From an optimization exercise on the open Yosys and OpenROAD flow, aimed at small area; shortcuts taken in it are not production practice.
RTL that was checked went through simulation tests only; none was proved equivalent to the original.

==> flow/design.v (excerpt) <==
module cordic_dds (
  input             clk,
  input             rst_n,
  input             cfg_vld,
  input      [31:0] cfg_freq_word,
  input      [31:0] cfg_phase_word,
  output reg        sig_vld_o,
  output     [15:0] sin_o,
  output     [15:0] cos_o
);
For scale: about 3,900 cells after synthesis, about 730 flip-flops, roughly 100 I/O pins, roughly 42,000 sq um of cells after synthesis.
clock: 5.0 ns
lec_check: 0
cap_margin: 20
core_margin: 2
core_utilization: 40
cts_buf_list: sky130_fd_sc_hd__clkbuf_2 sky130_fd_sc_hd__clkbuf_4 sky130_fd_sc_hd__clkbuf_8
cts_cluster_size: 20
slew_margin: 20
run.sh (not shown) runs the stock make flow with config.mk's settings and CLKGATE_MAP_FILE= SYNTH_SCRIPT=/design/flow/synth_recipe.tcl, a recipe that flattens the netlist after the stock synthesis.
==> next run, changes <==
--- a/flow/config.mk
+++ b/flow/config.mk
@@ -10,4 +10,3 @@
 export CORE_UTILIZATION = 40
-export CTS_BUF_LIST = sky130_fd_sc_hd__clkbuf_2 sky130_fd_sc_hd__clkbuf_4 sky130_fd_sc_hd__clkbuf_8
-export CTS_CLUSTER_SIZE = 20
+export CTS_BUF_LIST = sky130_fd_sc_hd__clkbuf_4
 export SLEW_MARGIN = 20
Cell area shrinks by 0.88%.
Count of clock-buffer cells in the layout is higher by 85.
Die area does not change.
Core utilization went down by 0.40 points.
Non-clock buffer count came out higher by 1.
Final cell count went up by 2.3%.
Critical path depth is unchanged.
Setup slack got worse by 0.0033 ns.
No functional check of the RTL was part of any run of this note.

========
cordic_dds, a different RTL version from the one above (not shown whole).
Size: about 750 flip-flops, roughly 36,000 um^2 of cells after synthesis.
## cordic_dds
module cordic_dds (
  input             clk,
  input             rst_n,
  input             cfg_vld,
  input      [31:0] cfg_freq_word,
  input      [31:0] cfg_phase_word,
  output reg        sig_vld_o,
  output     [15:0] sin_o,
  output     [15:0] cos_o
);
==> flow/config.mk <==
export PLATFORM = sky130hd
export DESIGN_NAME = cordic_dds
export DESIGN_NICKNAME = cordic_dds
export VERILOG_FILES = /design/flow/design.v
export SDC_FILE = /design/flow/constraint.sdc
export NUM_CORES = 4
export LEC_CHECK = 0
export ABC_AREA = 1
export CAP_MARGIN = 20
export CORE_MARGIN = 2
export CORE_UTILIZATION = 65
export SLEW_MARGIN = 20
==> flow/constraint.sdc <==
create_clock -name core_clock -period 5.0 [get_ports {clk}]
set_input_delay 1.0000 -clock core_clock [delete_from_list [all_inputs] [get_ports {clk}]]
set_output_delay 1.0000 -clock core_clock [all_outputs]
set_load 0.01 [all_outputs]
standard.sh (not shown) runs the stock make flow with config.mk's settings and CLKGATE_MAP_FILE= SYNTH_SCRIPT=/design/flow/synth_recipe.tcl, a recipe that flattens the netlist after the stock synthesis.
==> flow/flow/run.sh <==
#!/bin/bash
# Layout flow: the standard ORFS flow (standard.sh), with these changes:
#  - Yosys's synth runs without its internal "abc -fast" (SYNTH_ARGS=-noabc), so the
#    full adders are extracted from the RTL's own ripple-carry structure, without the
#    inverters that the early ABC pass's polarity choices leave around them;
#  - clock tree synthesis uses clkbuf_4 buffers and inserts no dummy loads;
#  - the port buffers are buf_1 cells.
# Everything else (floorplan, power grid, tap cells, placement, routing, repair) is the
# standard flow. The full output of the ORFS run is in standard.log beside this script's
# work folder, and each ORFS step keeps its own log under orfs/logs/.
set -o pipefail
bash standard.sh \
  SYNTH_ARGS=-noabc \
  "CTS_ARGS=-sink_clustering_enable -repair_clock_nets -dont_use_dummy_load -buf_list sky130_fd_sc_hd__clkbuf_4 -sink_clustering_size 10 -sink_clustering_max_diameter 50" \
  "BUFFER_PORTS_ARGS=-buffer_cell sky130_fd_sc_hd__buf_1" \
  finish > standard.log 2>&1
Then changed:
==> flow/flow/run.sh (replaced) <==
#!/bin/bash
# Layout flow: the standard ORFS flow (standard.sh), with these changes:
#  - clock tree synthesis uses clkbuf_4 buffers in clusters of at most 10 sinks within
#    50 um, and inserts no dummy loads;
#  - the port buffers are buf_1 cells.
# Everything else (floorplan, power grid, tap cells, placement, routing, repair) is the
# standard flow. The full output of the ORFS run goes to standard.log in this work
# folder, and each ORFS step keeps its own log under orfs/logs/.
set -o pipefail
bash standard.sh \
  SYNTH_ARGS=-noabc \
  "CTS_ARGS=-sink_clustering_enable -repair_clock_nets -dont_use_dummy_load -buf_list {sky130_fd_sc_hd__clkbuf_2 sky130_fd_sc_hd__clkbuf_4} -sink_clustering_size 10 -sink_clustering_max_diameter 50" \
  "BUFFER_PORTS_ARGS=-buffer_cell sky130_fd_sc_hd__buf_1" \
  finish > standard.log 2>&1
After rerunning:
- core utilization does not change
- cell count stays the same
- die area stays the same
- synthesized cell count is unchanged
Then changed:
--- a/flow/flow/run.sh
+++ b/flow/flow/run.sh
@@ -12 +12 @@
-  "CTS_ARGS=-sink_clustering_enable -repair_clock_nets -dont_use_dummy_load -buf_list {sky130_fd_sc_hd__clkbuf_2 sky130_fd_sc_hd__clkbuf_4} -sink_clustering_size 10 -sink_clustering_max_diameter 50" \
+  "CTS_ARGS=-sink_clustering_enable -repair_clock_nets -dont_use_dummy_load -buf_list sky130_fd_sc_hd__clkbuf_4 -sink_clustering_size 10 -sink_clustering_max_diameter 50" \
--- a/flow/config.mk
+++ b/flow/config.mk
@@ -11 +11 @@
-export CORE_UTILIZATION = 65
+export CORE_UTILIZATION = 60
Routed wire length shrinks slightly.
Hold slack is worse by 0.015 ns.
Final area barely changes.
Final cell count grows slightly.

[static timing again, ports no longer ideal]
Ports are ideal in the flow. The routed layouts listed here were re-timed in OpenROAD.
Step 1: set_driving_cell puts a clkbuf_16 on clk and a buf_2 on each other input, an assumption about the parent block.
Step 2 also shifts input and output timing later by t, the mid clock arrival at the registers, as if the neighbouring blocks saw the same clock.
Slacks: no drivers / after step 1 / after step 2; pairs: no drivers / after step 1.
| run | shift t [ns] | setup slack, ns | slew at the worst register clock pin (ns) | worst data-port slew with drivers (ns) |
|---|---|---|---|---|
| the first run of note 1 | 0.847 | 0.674 / 0.674 / 0.674 | 0.07 / 0.07 | 0.06 |
| the second run of note 1 | 1.139 | 0.671 / 0.671 / 0.671 | 0.08 / 0.08 | 0.07 |
| the first run of note 2 | 0.851 | 0.163 / 0.163 / 0.163 | 0.12 / 0.12 | 0.08 |
| the second run of note 2 | 0.851 | 0.163 / 0.163 / 0.163 | 0.12 / 0.12 | 0.08 |
| the third run of note 2 | 0.885 | 0.220 / 0.220 / 0.220 | 0.11 / 0.11 | 0.06 |
After both steps setup and hold are still met in every run listed.
